This is an optimization exercise on Yosys and OpenROAD, whose aim is small area, not a production implementation.
At most, simulation tests tie the RTL to the original design; equivalence was not proved.
Function not checked in run 1: the RTL went through the layout flow alone.
Power is estimated from default activity; no workload was simulated.

==> design/flow/flow/run.sh <==
#!/bin/bash
# The standard layout (standard.sh), with three changes:
#  - synthesis: the standard flow's own synthesis script (synth_recipe.tcl, i.e. ORFS
#    synthesis without fsm/share, flattened, function nets renamed), except
#    that ABC maps the combinational logic with flow/abc.script (area-oriented
#    &nf mapping) instead of ORFS's abc script. Flip-flops are mapped before
#    ABC runs, so the registers are exactly the standard synthesis's.
#  - the port buffers that buffer_ports inserts use the smallest buffer cell
#    (buf_1) instead of the resizer's default pick (clkdlybuf4s50_1); every
#    port still gets its buffer, and repair_design resizes any that need it;
#  - clock tree: clkbuf_16 buffers, sink clusters of up to 24 flip-flops
#    within 100 um, no dummy loads.
# Each tool's output goes to a log file in this folder (and ORFS's logs).
set -euo pipefail
W=$(pwd)
export BUFFER_PORTS_ARGS="-buffer_cell sky130_fd_sc_hd__buf_1"
export CTS_ARGS="-sink_clustering_enable -repair_clock_nets -dont_use_dummy_load -buf_list sky130_fd_sc_hd__clkbuf_16 -sink_clustering_size 24 -sink_clustering_max_diameter 100"
export FLOW_ABC_SCRIPT="$W/flow/abc.script"
# ORFS synth.tcl with only the abc call's script replaced
sed 's|^  log_cmd abc {\*}\$abc_args$|  log_cmd abc -script $::env(FLOW_ABC_SCRIPT) {*}[lrange $abc_args 2 end]|' \
  "$FLOW_HOME/scripts/synth.tcl" > "$W/flow_synth_orfs.tcl"
grep -q 'FLOW_ABC_SCRIPT' "$W/flow_synth_orfs.tcl"
sed "s|source \$::env(SCRIPTS_DIR)/synth.tcl|source $W/flow_synth_orfs.tcl|" \
  "$W/synth_recipe.tcl" > "$W/flow_synth.tcl"
grep -q 'flow_synth_orfs.tcl' "$W/flow_synth.tcl"
bash standard.sh SYNTH_SCRIPT="$W/flow_synth.tcl" synth > synth.log 2>&1
bash standard.sh > standard.log 2>&1
==> design/flow/flow/abc.script <==
strash
balance
rewrite
refactor
balance
rewrite
rewrite -z
balance
refactor -z
rewrite -z
balance
dch -f
&get -n
&st
&dch
&nf -R 1000
&put
topo
==> design/flow/standard.sh <==
#!/bin/bash
# synth_recipe.tcl (not shown) runs the flow's synth.tcl, then flattens the netlist and writes it again
# the make line also repeats each setting of config.mk as NAME=value (left out here)
make -C /OpenROAD-flow-scripts/flow DESIGN_CONFIG=/design/flow/config.mk WORK_HOME=/design/flow/orfs CLKGATE_MAP_FILE= SYNTH_SCRIPT=/design/flow/synth_recipe.tcl "${@:-finish}"
==> design/flow/config.mk <==
export PLATFORM = sky130hd
export DESIGN_NAME = cpu
export DESIGN_NICKNAME = cpu
export VERILOG_FILES = /design/flow/design.v
export SDC_FILE = /design/flow/constraint.sdc
export NUM_CORES = 4
export LEC_CHECK = 0
export ABC_AREA = 1
export CAP_MARGIN = 20
export CORE_MARGIN = 2
export CORE_UTILIZATION = 40
export CTS_BUF_LIST = sky130_fd_sc_hd__clkbuf_4
export SLEW_MARGIN = 20
==> design/flow/constraint.sdc <==
create_clock -name core_clock -period 10.0 [get_ports {clk}]
set_input_delay 2.0000 -clock core_clock [delete_from_list [all_inputs] [get_ports {clk}]]
set_output_delay 2.0000 -clock core_clock [all_outputs]
set_load 0.01 [all_outputs]
==> design/flow/design.v <==
`default_nettype none
module cpu (
  input clk, rst,
  input [15:0] in_port,
  output wire [15:0] out_port,
  output wire [17:0] imem_addr,
  input  [31:0] imem_data,
  output wire [18:0] dmem_addr,
  output wire dmem_we,
  output wire [15:0] dmem_wdata,
  input  [15:0] dmem_rdata
);
  function [32:0] radd;
    input [31:0] x, y;
    input cin;
    integer k;
    reg c;
    begin
      c = cin;
      for (k = 0; k < 32; k = k + 1) begin
        radd[k] = x[k] ^ y[k] ^ c;
        c = (x[k] & y[k]) | (c & (x[k] ^ y[k]));
      end
      radd[32] = c;
    end
  endfunction
  reg [31:0] pc;
  reg [31:1] sp_out;
  reg [15:0] regfile [0:7];
  reg [7:0] rvalid;
  reg [15:0] out_r;
  reg fz, fn, fc;
  reg halted;
  reg [4:0] bubble;           
  reg [2:0] fstate;
  reg mstate;
  reg [31:0] id_instr;
  reg id_tx, ex_tx, me_tx, wb_tx;
  reg [31:0] ex_instr;
  reg me_call, me_int, me_ret, me_out, me_skipM, me_push, me_pop, me_wr, me_skipW;
  reg [2:0] me_rdst;
  reg [15:0] me_rs, me_s2;
  reg wb_out;
  reg [15:0] wb_wd;
  wire bF = bubble[4], bD = bubble[3], bE = bubble[2], bM = bubble[1], bW = bubble[0];
  wire stallD, stallE, extendM, extendF, flushD, flushE, flushM;
  assign stallE = halted;
  wire dirtyW = bW;
  wire dirtyM = bM | flushM;
  wire dirtyE = bE | stallE | extendM | flushM | flushE;
  wire keepF  = stallD | stallE | extendM | extendF;
  reg [4:0] nb, nextBubble;
  always @(*) begin
    if (flushM) nb = {4'b1111, bW};
    else if (flushE) nb = {3'b111, bM, bW};
    else if (flushD) nb = {2'b11, bE, bM, bW};
    else nb = bubble;
    if (extendM) nextBubble = {nb[4:1], 1'b1};
    else if (stallE) nextBubble = {nb[4:2], 1'b1, nb[1]};
    else if (stallD) nextBubble = {nb[4:3], 1'b1, nb[2:1]};
    else if (extendF) nextBubble = {nb[4], 1'b1, nb[3:1]};
    else nextBubble = {1'b0, nb[4:1]};
  end
  always @(posedge clk or negedge rst)
    if (!rst) bubble <= 5'b11111;
    else bubble <= nextBubble;
  wire [6:0] id_op = id_instr[31:25];
  wire [2:0] id_rs1 = id_instr[21:19], id_rs2 = id_instr[18:16];
  wire [6:0] ex_op = ex_instr[31:25];
  wire [2:0] ex_rdst = ex_instr[24:22], ex_rs1 = ex_instr[21:19], ex_rs2 = ex_instr[18:16];
  wire [15:0] ex_imm = ex_instr[15:0];
  reg [21:0] code;
  always @(*) begin
    casez (ex_op)
      7'b00000??: code = 22'b0000000000000100010001;  
      7'b00001??: code = 22'b1000000000000100010001;  
      7'b00010??: code = 22'b0000000100000100010001;  
      7'b00011??: code = 22'b0000000001000100010000;  
      7'b00100??: code = 22'b0000000000100100010001;  
      7'b0100101: code = 22'b0000000000000010110000;  
      7'b0100110: code = 22'b0000000000000011010000;  
      7'b0100111: code = 22'b0000000000000011110000;  
      7'b0100000: code = 22'b0000000000000000010000;  
      7'b0101000: code = 22'b0000000000001000010000;  
      7'b0100001: code = 22'b0000000000000000110000;  
      7'b0100010: code = 22'b0000000000000001010000;  
      7'b0100011: code = 22'b0000000000000001110000;  
      7'b0100100: code = 22'b0000000000000010010000;  
      7'b0110???: code = 22'b0000000000000100010000;  
      7'b0111???: code = 22'b0000000000010100010000;  
      7'b1000???: code = 22'b0000000000000100001011;  
      7'b1001???: code = 22'b0000000000000100000100;  
      7'b1010???: code = 22'b0000000010001000000000;  
      7'b1011???: code = 22'b0000000000001000000011;  
      7'b11000??: code = 22'b0000101000000100010001;  
      7'b11001??: code = 22'b0000110000000100010001;  
      7'b11010??: code = 22'b0000111000000100010001;  
      7'b11011??: code = 22'b0000100000000100010001;  
      7'b11100??: code = 22'b0100000000000100001011;  
      7'b11101??: code = 22'b0001000000000100000101;  
      7'b11110??: code = 22'b0010000000010100001011;  
      7'b11111??: code = 22'b0001000000000100000101;  
      default: code = 22'b0000000000000100010001;
    endcase
  end
  wire ex_hlt, ex_call, ex_int, ex_ret, ex_setC, ex_load, ex_in, ex_out, ex_imm1, ex_imm2;
  wire ex_skipE, ex_skipM, ex_push, ex_pop, ex_wr, ex_skipW;
  wire [2:0] ex_branch, ex_func;
  assign {ex_hlt, ex_call, ex_int, ex_ret, ex_branch, ex_setC, ex_load, ex_in, ex_out,
          ex_imm1, ex_imm2, ex_skipE, ex_func, ex_skipM, ex_push, ex_pop, ex_wr, ex_skipW} = code;
  wire ex_valid = !dirtyE;
  wire me_fv = !(bM || me_skipW);
  wire s1_imm = ex_in || ex_imm1 || ex_call;
  wire s1_me = !s1_imm && me_fv && ex_rs1 == me_rdst;
  wire s1_rf = !(s1_imm || s1_me);
  wire s2_me = me_fv && ex_rs2 == me_rdst;
  wire s2_rf = !s2_me;
  reg [15:0] s1, s2;
  integer j;
  always @(*) begin
    s1 = ({16{s1_imm}} & ex_imm) | ({16{s1_me}} & me_rs);
    s2 = {16{s2_me}} & me_rs;
    for (j = 0; j < 8; j = j + 1) begin
      s1 = s1 | (regfile[j] & {16{s1_rf && rvalid[j] && ex_rs1 == j}});
      s2 = s2 | (regfile[j] & {16{s2_rf && rvalid[j] && ex_rs2 == j}});
    end
  end
  wire [15:0] a = s1;
  wire [15:0] b = ex_imm2 ? ex_imm : s2;
  wire do_sub = (ex_func == 3'b001);
  wire do_inc = (ex_func == 3'b010);
  wire [15:0] addb = (do_inc || ex_skipE) ? {14'd0, ex_int, ex_int} : (do_sub ? ~b : b);
  wire [16:0] sum = {1'b0, a} + {1'b0, addb} + {16'd0, do_sub | do_inc};
  reg [15:0] r;
  reg co;
  always @(*) begin
    case (ex_func)
      3'b000, 3'b010: {co, r} = sum;
      3'b001: {co, r} = {!sum[16], sum[15:0]};
      3'b011: {co, r} = {a[15], a[14:0], 1'b0};
      3'b100: {co, r} = {a[0], 1'b0, a[15:1]};
      3'b101: {co, r} = {1'b0, a & addb};    
      3'b110: {co, r} = {1'b0, a | addb};
      default: {co, r} = {1'b0, ~a};
    endcase
  end
  wire zo = (r == 16'd0);
  wire no = r[15];
  always @(posedge clk or negedge rst)
    if (!rst) halted <= 1'b0;
    else if (ex_valid) halted <= ex_hlt;
  always @(posedge clk or negedge rst)
    if (!rst) {fz, fn, fc} <= 3'b000;
    else if (ex_valid) {fz, fn, fc} <= {!ex_skipE & zo, !ex_skipE & no, ex_setC | (!ex_skipE & co)};
  reg jump;
  always @(*) begin
    jump = 1'b0;
    if (ex_valid)
      case (ex_branch)
        3'b100: jump = 1'b1;
        3'b101: jump = fz;
        3'b110: jump = fn;
        3'b111: jump = fc;
        default: jump = 1'b0;
      endcase
  end
  assign flushD = jump;
  wire mcont = me_call || me_int || me_ret;
  wire jumpF = !bE && !halted && (bM || !mcont) && (
                 (ex_branch == 3'b100) || (ex_branch == 3'b101 && fz) ||
                 (ex_branch == 3'b110 && fn) || (ex_branch == 3'b111 && fc));
  reg stallD_r;
  always @(*) begin
    stallD_r = 1'b0;
    if (ex_valid && ex_load) begin
      if (id_rs1 == ex_rdst && id_rs2 == ex_rdst) begin
        casez (id_op)
          7'b0100101, 7'b0100110, 7'b0100000, 7'b0100001, 7'b1011???: stallD_r = 1'b1;
          default: ;
        endcase
      end else if (id_rs1 == ex_rdst) begin
        casez (id_op)
          7'b00100??, 7'b0100111, 7'b0100010, 7'b0100011, 7'b0100100,
          7'b0110???, 7'b0101000, 7'b1010???: stallD_r = 1'b1;
          default: ;
        endcase
      end else if (id_rs2 == ex_rdst) begin
        casez (id_op)
          7'b1000???: stallD_r = 1'b1;
          default: ;
        endcase
      end
    end
  end
  assign stallD = stallD_r;
  wire me_validm = !(bM || me_skipM);
  wire me_stk = me_push || me_pop;
  wire sp_en = !(dirtyM || me_skipM) && me_stk;
  reg [31:1] sp_ud;
  reg spc;
  integer q;
  always @(*) begin
    spc = sp_en;
    for (q = 1; q < 32; q = q + 1) begin
      sp_ud[q] = sp_out[q] ^ spc;
      spc = spc & (sp_out[q] ^ me_push);
    end
  end
  wire [31:1] spv = me_pop ? sp_ud : sp_out;
  wire badPop = (sp_out == 31'h7FFFFFFE) || (me_ret && sp_out == 31'h7FFFFFFD);
  wire badAddr = (me_rs[15:8] == 8'hFF);
  wire memExpt1 = me_validm && me_pop && badPop;
  wire memExpt2 = me_validm && !me_stk && badAddr;
  assign flushM = memExpt1 || memExpt2;
  always @(posedge clk or negedge rst)
    if (!rst) sp_out <= 31'h7FFFFFFF;
    else sp_out <= sp_ud;
  wire mvalid = !dirtyM;
  assign extendM = mvalid && !mstate && mcont;
  wire offset = mvalid && mstate;
  always @(posedge clk or negedge rst)
    if (!rst) mstate <= 1'b0;
    else if (flushM) mstate <= 1'b0;
    else if (mvalid) mstate <= mcont && !mstate;
  wire memJump = (me_call || me_ret) && offset;
  wire memInt = me_int && offset;
  assign flushE = memJump || memInt || halted;
  wire callJ = !bM && mstate && me_call;
  wire extM = !bM && !mstate && mcont;
  wire [16:0] isel = ({17{jumpF}} & {ex_tx, ex_imm}) | ({17{callJ}} & {wb_tx, wb_wd}) |
                     ({17{extM}} & 17'h1FFFE);
  wire pcin = !(jumpF || callJ || extM);
  wire [9:0] lo9 = {1'b0, pc[10:2]} + {1'b0, isel[8:0]} + {9'd0, pcin};
  wire [8:0] up0 = {1'b0, pc[18:11]} + {1'b0, isel[16:9]};
  wire [8:0] up1 = {1'b0, pc[18:11]} + {1'b0, isel[16:9]} + 9'd1;
  wire [8:0] up = lo9[9] ? up1 : up0;
  wire [17:0] pcLo = {up, lo9[8:0]};
  wire hi_en = pcLo[17] ^ isel[16];
  reg [12:0] pcHi;
  reg hc;
  integer h;
  always @(*) begin
    hc = hi_en;
    for (h = 0; h < 13; h = h + 1) begin
      pcHi[h] = pc[19 + h] ^ hc;
      hc = hc & (pc[19 + h] ^ isel[16]);
    end
  end
  wire [29:0] pcA = {pcHi, pcLo[16:0]};
  wire [15:0] me_wd = (me_skipM || me_int || me_call) ? me_rs : dmem_rdata;
  wire rf_we = !dirtyM && !me_skipW;
  wire [15:0] pcm8_lo = {pcA[13:0], pc[1:0]};
  assign dmem_we = !dirtyM && !me_skipM && me_wr;
  assign dmem_addr = me_stk ? spv[19:1] : me_rs[15:1];
  assign dmem_wdata = ((me_call || me_int) && !offset) ? pcm8_lo : me_s2;
  reg fetch;
  reg [1:0] fetchSrc;
  reg [2:0] nfstate;
  wire fvalid = !bF;
  always @(*) begin
    fetch = 1'b0;
    fetchSrc = 2'b00;
    if (fvalid)
      case (fstate)
        3'b010: begin fetch = 1'b1; fetchSrc = 2'b00; end
        3'b100: begin fetch = 1'b1; fetchSrc = 2'b01; end
        3'b101: begin fetch = 1'b1; fetchSrc = 2'b10; end
        3'b011: begin fetch = 1'b1; fetchSrc = 2'b11; end
        default: ;
      endcase
    if (memExpt1) nfstate = 3'b100;
    else if (memExpt2) nfstate = 3'b101;
    else if (memInt) nfstate = 3'b011;
    else if (fstate == 3'b000) nfstate = 3'b010;
    else if (fvalid) nfstate = 3'b001;
    else nfstate = fstate;
  end
  assign extendF = fetch;
  always @(posedge clk or negedge rst)
    if (!rst) fstate <= 3'b000;
    else fstate <= nfstate;
  wire intJ = !bM && mstate && me_int;
  reg [17:0] iaddr;
  always @(*) begin
    if (fetch)
      case (fetchSrc)
        2'b00: iaddr = 18'd0;
        2'b01: iaddr = 18'd1;
        2'b10: iaddr = 18'd2;
        default: iaddr = pc[19:2];    
      endcase
    else if (fstate == 3'b000) iaddr = 18'd0;
    else iaddr = pc[19:2];
  end
  assign imem_addr = iaddr;
  always @(posedge clk)
    if (!keepF || fetch)
      pc <= fetch ? imem_data : ((memJump && me_ret) ? {wb_wd, dmem_rdata} :
                                 (intJ ? {pcA[29:18], 1'b0, wb_tx, wb_wd, pc[1:0]} : {pcA, pc[1:0]}));
  wire f_is_in = (imem_data[31:27] == 5'b00011);
  wire f_is_br = (imem_data[31:29] == 3'b110);    
  wire f_is_call = (imem_data[31:27] == 5'b11100);
  wire [16:0] f_t = {imem_data[15], imem_data[15:0]} + (f_is_call ? 17'h1FFFD : 17'h1FFFE);
  always @(posedge clk)
    if (!stallD) begin
      id_instr <= {imem_data[31:16], f_is_in ? in_port :
                                     ((f_is_br || f_is_call) ? f_t[15:0] : imem_data[15:0])};
      id_tx <= f_t[16];
    end
  always @(posedge clk) begin
    ex_instr <= id_instr;
    ex_tx <= id_tx;
  end
  always @(posedge clk) begin
    if (!extendM)
      {me_call, me_int, me_ret, me_out, me_skipM, me_push, me_pop, me_wr, me_skipW} <=
        {ex_call, ex_int, ex_ret, ex_out, ex_skipM, ex_push, ex_pop, ex_wr, ex_skipW};
    me_rs <= r;
    me_tx <= ex_int ? sum[16] : ex_tx;
    me_rdst <= ex_rdst;
    me_s2 <= extendM ? pcA[29:14] : s2;
  end
  always @(posedge clk) begin
    wb_out <= me_out;
    wb_wd <= me_wd;
    wb_tx <= me_tx;
  end
  always @(posedge clk)
    if (rf_we)
      regfile[me_rdst] <= me_wd;
  always @(posedge clk or negedge rst)
    if (!rst) rvalid <= 8'd0;
    else if (rf_we)
      rvalid[me_rdst] <= 1'b1;
  always @(posedge clk or negedge rst)
    if (!rst) out_r <= 16'd0;
    else if (wb_out && !dirtyW) out_r <= wb_wd;
  assign out_port = out_r;
endmodule
`default_nettype wire
==> flow_metrics.py, run 1 <==
metrics = {
    "outcome": {
        "run_status": "timing/DRC/antenna clean",
    },
    "floorplanning": {
        "num_rows": 78,
        "dieArea_um2": 47190,
        "die_w_um": 217.2,
        "coreArea_um2": 45090,
        "initial_core_util_pct": 40.34,
        "io_pins": 136,
        "die_height_um": 217.2,
    },
    "timing": {
        "slew_viol_final": 0,
        "post-route-period-util_pct": 80.88,
        "holdWs_ps": 339.5,
        "min_period_ps": 8088,
        "fmax_mhz": 123.6,
        "setup_viol": 0,
        "fin_skew_ps": 57.78,
        "worst_slew_pin_slew_ps": 1115,
        "rsz0062_at_grt": "no",
        "hold_violations": 0,
        "setup_tns_ps": 0,
        "slew_headroom_pct": 25.41,
    },
    "worst_setup_path": {
        "cp_data_required_time_ps": 8000,
        "cp_max_fo": 54,
        "cpPeakStageDelay_ps": 490,
        "end_kind": "output port",
        "path_common_cell": "nand2_1",
        "worstSetupPathType": "flip-flop to output port",
        "crit_buf_inv": 2,
        "worstPathArrival_ps": 6090,
        "crit_family": "compound AO/OA/AOI/OAI gates",
        "start_kind": "flip-flop",
        "setup.reg_to_reg.worst_slack_ps": 1930,
        "critPathSlowestCell": "buf_4",
    },
    "clocking": {
        "cts_setup_buffers": 0,
        "cts_hold_buffers": 0,
        "cts_max_path_buffers": 3,
        "cts_buffers": 19,
        "root_buffer": "clkbuf_16",
        "cts_resized": 0,
        "clk_latency_ps": 560,
        "cts_max_level": 1,
        "cts_sinks": 357,
        "cts_tree": "yes",
        "cts.clk_slew.worst_paths_ps": 100,
    },
    "final_layout": {
        "final_cells": 2485,
        "drive_above_1_share_pct": 6.737,
        "syn2layout_area_growth_pct": 12.26,
        "final_util_pct": 45.29,
        "num_antenna_cells": 0,
        "nNetsFinal": 2014,
        "final_cell_mix": "202 x edfxtp_1, 171 x nor2_1, 148 x nand2_1",
        "layout_commonest_cell": "edfxtp_1",
    },
    "synth": {
        "synth_ff_type": "edfxtp_1",
        "synth_area_um2": 18190,
        "synth.avg_cell_area_um2": 10.78,
        "yosys.area_share.simple_pct": 13.86,
        "yosysWarningCount": 1,
        "synth_xor_area_share_pct": 5.923,
        "ys_seq_area_share_pct": 52.53,
        "syn_inst": 1687,
        "synth-async-reset-ratio_pct": 19.05,
        "synth_compound_area_share_pct": 18.42,
        "synth_top_family_by_area": "compound AO/OA/AOI/OAI gates",
        "ys_ff_latch": 357,
        "synth_fa_ha_area_share_pct": 4.444,
        "synth_enable_flop_cells": 202,
        "synthMuxAreaShare_pct": 3.467,
        "synth_fp_nets": 1814,
        "synth.distinct_cells": 58,
    },
    "global_route": {
        "grt_pass1_vias": 14940,
        "grt_pass1_wl_um": 95480,
        "gr-total-overflow": 0,
        "track_usage_pct": 26.94,
        "antenna_found_initial": 0,
        "grt_max_degree": 61,
    },
    "route": {
        "dr_total_vias": 15540,
        "drtIter0Drc": 2872,
        "viasPerCell": 6.254,
        "remaining_drc_errors": 0,
        "ant_nets": 0,
        "routedWlPerCell_um": 26.18,
        "wl_um": 65050,
        "drt_first_pass_iters": 13,
    },
    "worst_hold_path": {
        "hold_class": "flip-flop to flip-flop",
    },
    "placed_design": {
        "dp.cells": 2465,
        "gp_congestion": 0.9397,
        "io_buffer_count": 135,
        "dp_hpwl_um": 46510,
    },
    "power_and_ir_drop": {
        "pwr_density_cell_nw_per_um2": 233.9,
        "leakage_nw": 7.343,
        "vdd.ir_drop.worst_mv": 0.1526,
        "finalPower_mw": 4.775,
    },
    "run": {
        "cap_violations": 0,
    },
}
==> report_power, final <==
part           switching, mW  internal [mW]
registers              0.305           1.96
clock network          0.471          0.342
logic                   1.09          0.612
==> registers in the layout, summed over array words and instances (netlist names), 3 cells and up <==
name / flops
me_rdst: 3
pc: 32
id_instr: 32
out_r: 16
rvalid: 8
sp_out: 31
ex_instr: 32
bubble: 5
fstate: 3
regfile: 128
me_s2: 16
me_rs: 16
wb_wd: 16
==> cell type report <==
| class | count | area [µm²] |
|---|---|---|
| Fill cell | 4256 | 24670 |
| Sequential cell | 357 | 9554 |
| Multi-Input combinational cell | 1264 | 8534 |
| Timing Repair Buffer | 179 | 855.8 |
| Tap cell | 600 | 750.7 |
| Clock buffer | 19 | 475.5 |
| Inverter | 66 | 247.7 |
==> Yosys cell counts (5+ instances only) <==
cell type,count,area [µm²]
a221o_1,15,150.1
nand2b_1,22,137.6
o221a_1,5,56.30
nand2_1,148,555.5
nand3_1,22,110.1
and2_0,14,87.58
dfstp_2,36,945.9
xnor2_1,79,691.9
fa_1,6,120.1
ha_1,55,688.2
edfxtp_1,202,6066
a221oi_1,20,175.2
a22oi_1,5,37.54
a222oi_1,79,790.8
mux2i_1,18,180.2
dfxtp_1,87,1742
o22ai_1,18,112.6
a211oi_1,20,150.1
o221ai_1,5,43.79
a31oi_1,16,100.1
xor2_1,44,385.4
mux2_1,40,450.4
nor2_1,178,668.1
or3_1,13,81.33
nor2b_1,13,81.33
dfrtp_1,32,800.8
nor3_1,29,145.1
o21bai_1,11,82.58
and3_1,53,331.6
nor4_1,15,93.84
or2_0,9,56.30
o21ai_0,96,480.5
a21o_1,19,142.6
a22o_1,19,166.4
clkinv_1,66,247.7
nand4_1,12,75.07
a21oi_1,128,640.6
==> cells by family (layout without fill, tap and decap cells) <==
logic type | count (synthesis) | count (layout)
compound gates | 482 | 482
xor+xnor | 123 | 123
fa+ha+maj | 61 | 61
buf+inv | 66 | 264
flops | 357 | 357
mux | 58 | 58
simple gates | 540 | 540
==> layer usage <==
metal / GRT usage, % / vias to the layer above / share of wire [%]
met5: 0 / - / 0
met4: 10.73 / 0 / 4.4
met1: 35.70 / 7499 / 40
met2: 42.98 / 977 / 45
li1: - / 6873 / -
met3: 5.814 / 191 / 11
==> worst paths after layout <==
kind | from | to | depth (start not counted)
max | me_push$_DFFE_PN_ | dmem_addr[18] | 26
min | me_tx$_DFF_P_ | wb_tx$_DFF_P_ | 0
min in group asynchronous | rst | rvalid[6]$_DFFE_PN0P_ | 1
max reg2reg | ex_instr[27]$_DFF_P_ | pc[31]$_DFFE_PP_ | 38
max in group asynchronous | rst | out_r[5]$_DFFE_PN0P_ | 2
min reg2reg | me_tx$_DFF_P_ | wb_tx$_DFF_P_ | 0
==> through the flow <==
stage | setup slack, ps | instance area (µm²)
2_1_floorplan | 2568 | 18190
3_3_place_gp | 2231 | 19910
3_5_place_dp | 2019 | 19920
4_1_cts | 1901 | 20400
5_1_grt | 1155 | 20420
6_report | 1912 | 20420
==> inputs of run 2 (changes only) <==
--- a/design/flow/design.v
+++ b/design/flow/design.v
@@ -11,18 +11,4 @@
   input  [15:0] dmem_rdata
 );
-  function [32:0] radd;
-    input [31:0] x, y;
-    input cin;
-    integer k;
-    reg c;
-    begin
-      c = cin;
-      for (k = 0; k < 32; k = k + 1) begin
-        radd[k] = x[k] ^ y[k] ^ c;
-        c = (x[k] & y[k]) | (c & (x[k] ^ y[k]));
-      end
-      radd[32] = c;
-    end
-  endfunction
   reg [31:0] pc;
   reg [31:1] sp_out;
==> run 2 against run 1 <==
  * First-iteration DRC count is the same
  * Register-to-register slack barely moved
  * Critical endpoint unchanged
  * Final cell count is the same
  * Power is the same
  * Still clean
  * Count of clock-buffer cells in the layout did not move
  * Setup slack unchanged
==> flow_metrics.py, run 2 <==
metrics = {
    "outcome": {
        "run_status": "timing/DRC/antenna clean",
    },
    "final_layout": {
        "syn2layout_area_growth_pct": 12.26,
        "layout_commonest_cell": "edfxtp_1",
        "final_cell_mix": "202 x edfxtp_1, 171 x nor2_1, 148 x nand2_1",
        "drive_above_1_share_pct": 6.737,
        "multi_input_area_um2": 8534,
        "regMostFlops": "regfile",
        "design_area_um2": 20420,
        "fillers": 4256,
        "num_antenna_cells": 0,
        "largest_reg_flops": 128,
        "nNetsFinal": 2014,
        "seq_area_um2": 9554,
    },
    "timing": {
        "fmax_mhz": 123.6,
        "setup_tns_ps": 0,
        "post-route-period-util_pct": 80.88,
        "setup_viol": 0,
        "final.setup.worst_slack_ps": 1912,
        "min_period_ps": 8088,
        "slew_headroom_pct": 25.41,
        "rsz0062_at_grt": "no",
        "slew_viol_final": 0,
        "worst_slew_pin_slew_ps": 1115,
        "fin_skew_ps": 57.78,
        "hold_violations": 0,
    },
    "placed_design": {
        "pre_cts_ws_ps": 2019,
        "placed_area_um2": 19920,
        "dp_hpwl_um": 46510,
        "io_buffer_count": 135,
        "gp_congestion": 0.9397,
    },
    "route": {
        "wl_um": 65050,
        "viasPerCell": 6.254,
        "remaining_drc_errors": 0,
        "drt_first_pass_iters": 13,
        "drtIter0Drc": 2872,
        "dr_total_vias": 15540,
        "routedWlPerCell_um": 26.18,
        "ant_nets": 0,
    },
    "clocking": {
        "cts_buffers": 19,
        "cts_max_path_buffers": 3,
        "cts_resized": 0,
        "clk_latency_ps": 560,
        "cts_tree": "yes",
        "cts_sinks": 357,
        "cts.clk_slew.worst_paths_ps": 100,
        "root_buffer": "clkbuf_16",
        "cts_setup_buffers": 0,
        "cts_max_level": 1,
        "cts_hold_buffers": 0,
    },
    "synth": {
        "yosysTopAreaCell": "edfxtp_1",
        "synth_ff_type": "edfxtp_1",
        "yosysWarningCount": 1,
        "synth.distinct_cells": 58,
        "synth.avg_cell_area_um2": 10.78,
        "synth_commonest_cells": "202 x edfxtp_1, 178 x nor2_1, 148 x nand2_1",
        "synthTopCellsByArea": "edfxtp_1 33%, dfxtp_1 9.6%, dfstp_2 5.2%",
        "ys_seq_area_share_pct": 52.53,
        "synth_area_um2": 18190,
        "synth_fp_nets": 1814,
        "synth_top_area_share_pct": 33.35,
        "ys_ff_latch": 357,
        "syn_inst": 1687,
        "yosysMostFrequentCell": "edfxtp_1",
        "synth_enable_flop_cells": 202,
        "synth-async-reset-ratio_pct": 19.05,
    },
    "floorplanning": {
        "die_w_um": 217.2,
        "die_height_um": 217.2,
        "io_pins": 136,
        "dieArea_um2": 47190,
        "num_rows": 78,
        "coreArea_um2": 45090,
        "initial_core_util_pct": 40.34,
    },
    "worst_hold_path": {
        "hold_path_end": "wb_tx$_DFF_P_",
        "hp-start": "me_tx$_DFF_P_",
        "min_path_cells": 0,
        "hold_class": "flip-flop to flip-flop",
    },
    "global_route": {
        "gr-total-overflow": 0,
        "grt_pass1_vias": 14940,
        "antenna_found_initial": 0,
        "grt_pass1_wl_um": 95480,
        "track_usage_pct": 26.94,
        "grt_max_degree": 61,
    },
    "power_and_ir_drop": {
        "internal_power_mw": 2.910,
        "switchingPower_mw": 1.866,
        "finalPower_mw": 4.775,
        "p_sw_share_pct": 39.07,
        "p_clk_share_pct": 17.0,
        "vdd.ir_drop.worst_mv": 0.1526,
        "p_seq_share_pct": 47.3,
        "leakage_nw": 7.343,
        "pwr_density_cell_nw_per_um2": 233.9,
        "comb_power_share_pct": 35.6,
    },
    "worst_setup_path": {
        "start_kind": "flip-flop",
        "end_kind": "output port",
        "worstSetupPathType": "flip-flop to output port",
        "cp_max_fo": 54,
        "cp_data_required_time_ps": 8000,
        "worstReg2RegStart": "ex_instr[27]$_DFF_P_",
        "setup.reg_to_reg.worst_slack_ps": 1930,
        "r2r_end": "pc[31]$_DFFE_PP_",
        "cpPeakStageDelay_ps": 490,
        "path_common_cell": "nand2_1",
        "reg2reg_depth": 38,
        "critPathSlowestCell": "buf_4",
        "worstPathArrival_ps": 6090,
    },
    "run": {
        "cap_violations": 0,
    },
}
==> run 2: critical path: cells and delay by family, from the launching register on <==
| family | cells | cell delay [ps] |
|---|---|---|
| AO/OA/AOI/OAI | 10 | 2360 |
| AND/OR/NAND/NOR | 12 | 1760 |
| buffers and inverters | 2 | 620 |
| flip-flops | 1 | 330 |
| multiplexers | 1 | 300 |
| XOR/XNOR | 1 | 170 |
==> run 2: cells by family (layout without fill, tap and decap cells) <==
group                      count (synthesis)  in the layout  synth area share, %
muxes                                     58             58                3.467
AOI/OAI and AO/OA                        482            482                18.42
adders and majority gates                 61             61                4.444
and+or+nand+nor                          540            540                13.86
buffers and inverters                     66            264                1.362
DFF                                      357            357                52.53
xor gates and xnor gates                 123            123                5.923
==> run 2: power groups by stage <==
stage	Sequential [mW]	Combinational (mW)	Clock, mW
floorplan	2.16	1.05	0
global placement	2.28	1.64	0
detailed placement	2.28	1.67	0
CTS	2.25	1.68	0.825
global route	2.28	1.85	0.865
finish	2.26	1.70	0.813
==> run 2: worst max-delay path by stage <==
stage | slack (ps) | cells past startpoint | startpoint | endpoint
6_report | 1910 | 26 | me_push$_DFFE_PN_ | dmem_addr[18]
2_1_floorplan | 2570 | 24 | me_push$_DFFE_PN_ | dmem_addr[18]
3_5_place_dp | 2020 | 38 | ex_instr[27]$_DFF_P_ | pc[31]$_DFFE_PP_
5_1_grt | 1160 | 38 | ex_instr[27]$_DFF_P_ | pc[31]$_DFFE_PP_
4_1_cts | 1900 | 26 | me_push$_DFFE_PN_ | dmem_addr[18]
3_3_place_gp | 2230 | 38 | ex_instr[27]$_DFF_P_ | pc[31]$_DFFE_PP_
==> run 2: per-stage QoR <==
step                      util (%)  hold WS [ps]  instances
after floorplan                  -         309.6       1687
after global routing         45.29         359.4       2485
after global placement       44.15         323.7       2464
after detailed placement     44.19         328.6       2465
final                        45.29         339.5       2485
after CTS                    45.24         343.6       2484
==> run 2: layout make-up <==
cell class / count / area share (%)
Clock buffer: 19 / 2.329
Multi-Input combinational cell: 1264 / 41.80
Sequential cell: 357 / 46.79
Timing Repair Buffer: 179 / 4.191
Inverter: 66 / 1.213
Tap cell: 600 / 3.677
==> run 2: layer usage <==
metal	routed length, µm	share of wire, %	vias up	global-route usage (%)
li1	-	-	6873	-
met1	25740	40	7499	35.70
met2	29590	45	977	42.98
met3	6869	11	191	5.814
met4	2854	4.4	0	10.73
met5	0	0	-	0
==> inputs of run 3 (changes only) <==
--- a/design/flow/config.mk
+++ b/design/flow/config.mk
@@ -9,5 +9,5 @@
 export CAP_MARGIN = 20
 export CORE_MARGIN = 2
-export CORE_UTILIZATION = 40
+export CORE_UTILIZATION = 50
 export CTS_BUF_LIST = sky130_fd_sc_hd__clkbuf_4
 export SLEW_MARGIN = 20
==> run 3 against run 2 <==
  * Still clean
  * Combinational power fell by 5%
  * Maximum frequency decreased by 5.3%
  * Largest cell class unchanged
  * Largest power group unchanged
  * Via count fell by 1.4%
  * Utilization grew 11 points
==> flow_metrics.py, run 3 <==
metrics = {
    "outcome": {
        "run_status": "timing/DRC/antenna clean",
    },
    "synth": {
        "synth_area_um2": 18190,
        "synth-async-reset-ratio_pct": 19.05,
        "synth_commonest_cells": "202 x edfxtp_1, 178 x nor2_1, 148 x nand2_1",
        "ys_ff_latch": 357,
        "synthTopCellsByArea": "edfxtp_1 33%, dfxtp_1 9.6%, dfstp_2 5.2%",
        "synth_top_area_share_pct": 33.35,
        "yosysMostFrequentCell": "edfxtp_1",
        "synth.avg_cell_area_um2": 10.78,
        "ys_seq_area_share_pct": 52.53,
        "synth_ff_type": "edfxtp_1",
        "yosysWarningCount": 1,
        "synth.distinct_cells": 58,
        "yosysTopAreaCell": "edfxtp_1",
        "syn_inst": 1687,
        "synth_enable_flop_cells": 202,
        "synth_fp_nets": 1814,
    },
    "worst_hold_path": {
        "hold_path_end": "ex_instr[14]$_DFF_P_",
        "hp-start": "id_instr[14]$_DFFE_PN_",
        "hold_class": "flip-flop to flip-flop",
        "min_path_cells": 0,
    },
    "final_layout": {
        "final_cell_mix": "202 x edfxtp_1, 170 x nor2_1, 148 x nand2_1",
        "regMostFlops": "regfile",
        "final_cells": 2335,
        "num_antenna_cells": 0,
        "drive_above_1_share_pct": 6.243,
        "largest_reg_flops": 128,
        "nNetsFinal": 2003,
        "syn2layout_area_growth_pct": 10.85,
        "design_area_um2": 20160,
        "layout_commonest_cell": "edfxtp_1",
    },
    "worst_setup_path": {
        "cp_max_fo": 8,
        "setup.reg_to_reg.worst_slack_ps": 1890,
        "start_kind": "flip-flop",
        "cp_data_required_time_ps": 8000,
        "reg2reg_depth": 38,
        "worstPathArrival_ps": 6540,
        "critPathSlowestCell": "dfstp_2",
        "worstReg2RegStart": "ex_instr[27]$_DFF_P_",
        "end_kind": "output port",
        "cpPeakStageDelay_ps": 640,
        "r2r_end": "pc[31]$_DFFE_PP_",
        "worstSetupPathType": "flip-flop to output port",
    },
    "power_and_ir_drop": {
        "finalPower_mw": 4.702,
        "switchingPower_mw": 1.806,
        "vdd.ir_drop.worst_mv": 0.1819,
        "leakage_nw": 7.283,
        "p_sw_share_pct": 38.42,
        "internal_power_mw": 2.896,
        "p_seq_share_pct": 48.4,
        "pwr_density_cell_nw_per_um2": 233.2,
        "p_clk_share_pct": 17.2,
        "comb_power_share_pct": 34.4,
    },
    "clocking": {
        "cts_setup_buffers": 0,
        "cts.clk_slew.worst_paths_ps": 100,
        "cts_resized": 0,
        "cts_tree": "yes",
        "cts_hold_buffers": 0,
        "cts_max_path_buffers": 3,
        "cts_sinks": 357,
        "cts_buffers": 19,
        "clk_latency_ps": 560,
        "root_buffer": "clkbuf_16",
        "cts_max_level": 1,
    },
    "global_route": {
        "track_usage_pct": 32.85,
        "grt_max_degree": 55,
        "grt_pass1_vias": 14740,
        "antenna_found_initial": 0,
        "gr-total-overflow": 0,
        "grt_pass1_wl_um": 93250,
    },
    "route": {
        "remaining_drc_errors": 0,
        "drt_first_pass_iters": 7,
        "wl_um": 63380,
        "drtIter0Drc": 2271,
        "routedWlPerCell_um": 27.14,
        "dr_total_vias": 15330,
        "viasPerCell": 6.565,
        "ant_nets": 0,
    },
    "timing": {
        "setup_tns_ps": 0,
        "post-route-period-util_pct": 85.41,
        "setup_viol": 0,
        "fin_skew_ps": 53.75,
        "min_period_ps": 8541,
        "hold_violations": 0,
        "slew_headroom_pct": 21.06,
        "holdWs_ps": 345.7,
        "worst_slew_pin_slew_ps": 1180,
        "rsz0062_at_grt": "no",
        "slew_viol_final": 0,
        "fmax_mhz": 117.1,
    },
    "floorplanning": {
        "io_pins": 136,
        "die_w_um": 194.7,
        "dieArea_um2": 37920,
        "initial_core_util_pct": 51.01,
        "die_height_um": 194.7,
        "num_rows": 69,
        "coreArea_um2": 35660,
    },
    "run": {
        "cap_violations": 0,
    },
    "placed_design": {
        "io_buffer_count": 135,
        "dp.cells": 2316,
        "gp_congestion": 0.9388,
        "placed_area_um2": 19680,
        "dp_hpwl_um": 45320,
    },
}
[run 3: cell counts after synthesis]
No cell type changed its count.
[run 3: cell type report]
cell class | instances | area [µm²]
fillers | 3150 | 15490
multi-input cells | 1264 | 8549
well taps | 461 | 576.8
inverters | 66 | 247.7
flip-flops and latches | 357 | 9554
clock buffers | 19 | 475.5
repair buffers | 168 | 758.2
[run 3: kinds of logic after synthesis]
| logic type | after synthesis | synth area share, % |
|---|---|---|
| flops | 357 | 52.53 |
| simple gates | 540 | 13.86 |
| mux | 58 | 3.467 |
| compound gates | 482 | 18.42 |
| buf+inv | 66 | 1.362 |
| fa+ha+maj | 61 | 4.444 |
| xor+xnor | 123 | 5.923 |
[run 3: stage by stage]
stage                     setup WS, ps  utilization, %
final                             1459           56.55
after global routing             849.4           56.55
after CTS                         1425           56.53
after detailed placement          2022           55.20
after global placement            2057           55.20
after floorplan                   2568               -
[run 3: worst max-delay path: cells and delay by family (launching register included)]
family / cells / cell delay (ps)
AND/OR/NAND/NOR: 13 / 2160
AO/OA/AOI/OAI: 11 / 2610
XOR/XNOR: 1 / 170
buffers and inverters: 1 / 130
flip-flops: 1 / 640
multiplexers: 1 / 290
[run 3: worst max-delay path by stage]
stage / slack [ps] / from / to / depth (start not counted)
after detailed placement: 2020 / bubble[1]$_DFF_PN1_ / dmem_addr[18] / 27
after CTS: 1430 / bubble[1]$_DFF_PN1_ / dmem_addr[18] / 27
after floorplan: 2570 / me_push$_DFFE_PN_ / dmem_addr[18] / 24
after global routing: 850 / bubble[1]$_DFF_PN1_ / dmem_addr[18] / 27
final: 1460 / bubble[1]$_DFF_PN1_ / dmem_addr[18] / 27
after global placement: 2060 / bubble[1]$_DFF_PN1_ / dmem_addr[18] / 27
[run 3: power by group through the flow]
stage | Clock (mW) | Sequential [mW] | Combinational [mW]
3_3_place_gp | 0 | 2.29 | 1.57
3_5_place_dp | 0 | 2.29 | 1.59
6_report | 0.808 | 2.28 | 1.62
2_1_floorplan | 0 | 2.16 | 1.05
4_1_cts | 0.820 | 2.26 | 1.60
5_1_grt | 0.868 | 2.30 | 1.77
[run 3: layer usage]
| layer | vias to the layer above | part of all wire (%) | track usage [%] |
|---|---|---|---|
| met4 | 0 | 4.2 | 13.09 |
| li1 | 6854 | - | - |
| met3 | 152 | 9.6 | 6.455 |
| met1 | 7425 | 41 | 44.85 |
| met2 | 899 | 45 | 51.75 |
| met5 | - | 0 | 0 |

## what the ideal ports hide
In the flow no input, the clock included, has a driving cell. The finished layouts below were timed again as built, in two steps.
Step 1, drivers: a clkbuf_16 drives clk and a buf_2 each remaining input, both assumed.
Step 2 times the ports against the registers' clock, not the clock port: input delays grow and output delays shrink by t, the midpoint of the rising clock arrivals with the driver on.
a / b / c = ideal / step 1 / step 2; a / b = the first two.
run | t (ns) | setup slack, ns | slew at the worst register clock pin (ns) | cell pins on the clock port's net
run 1 | 0.587 | 1.912 / 1.857 / 1.930 | 0.10 / 0.10 | 1
run 2 | 0.587 | 1.912 / 1.857 / 1.930 | 0.10 / 0.10 | 1
run 3 | 0.594 | 1.459 / 1.401 / 1.888 | 0.10 / 0.10 | 1
After both steps every run listed still meets setup and hold.
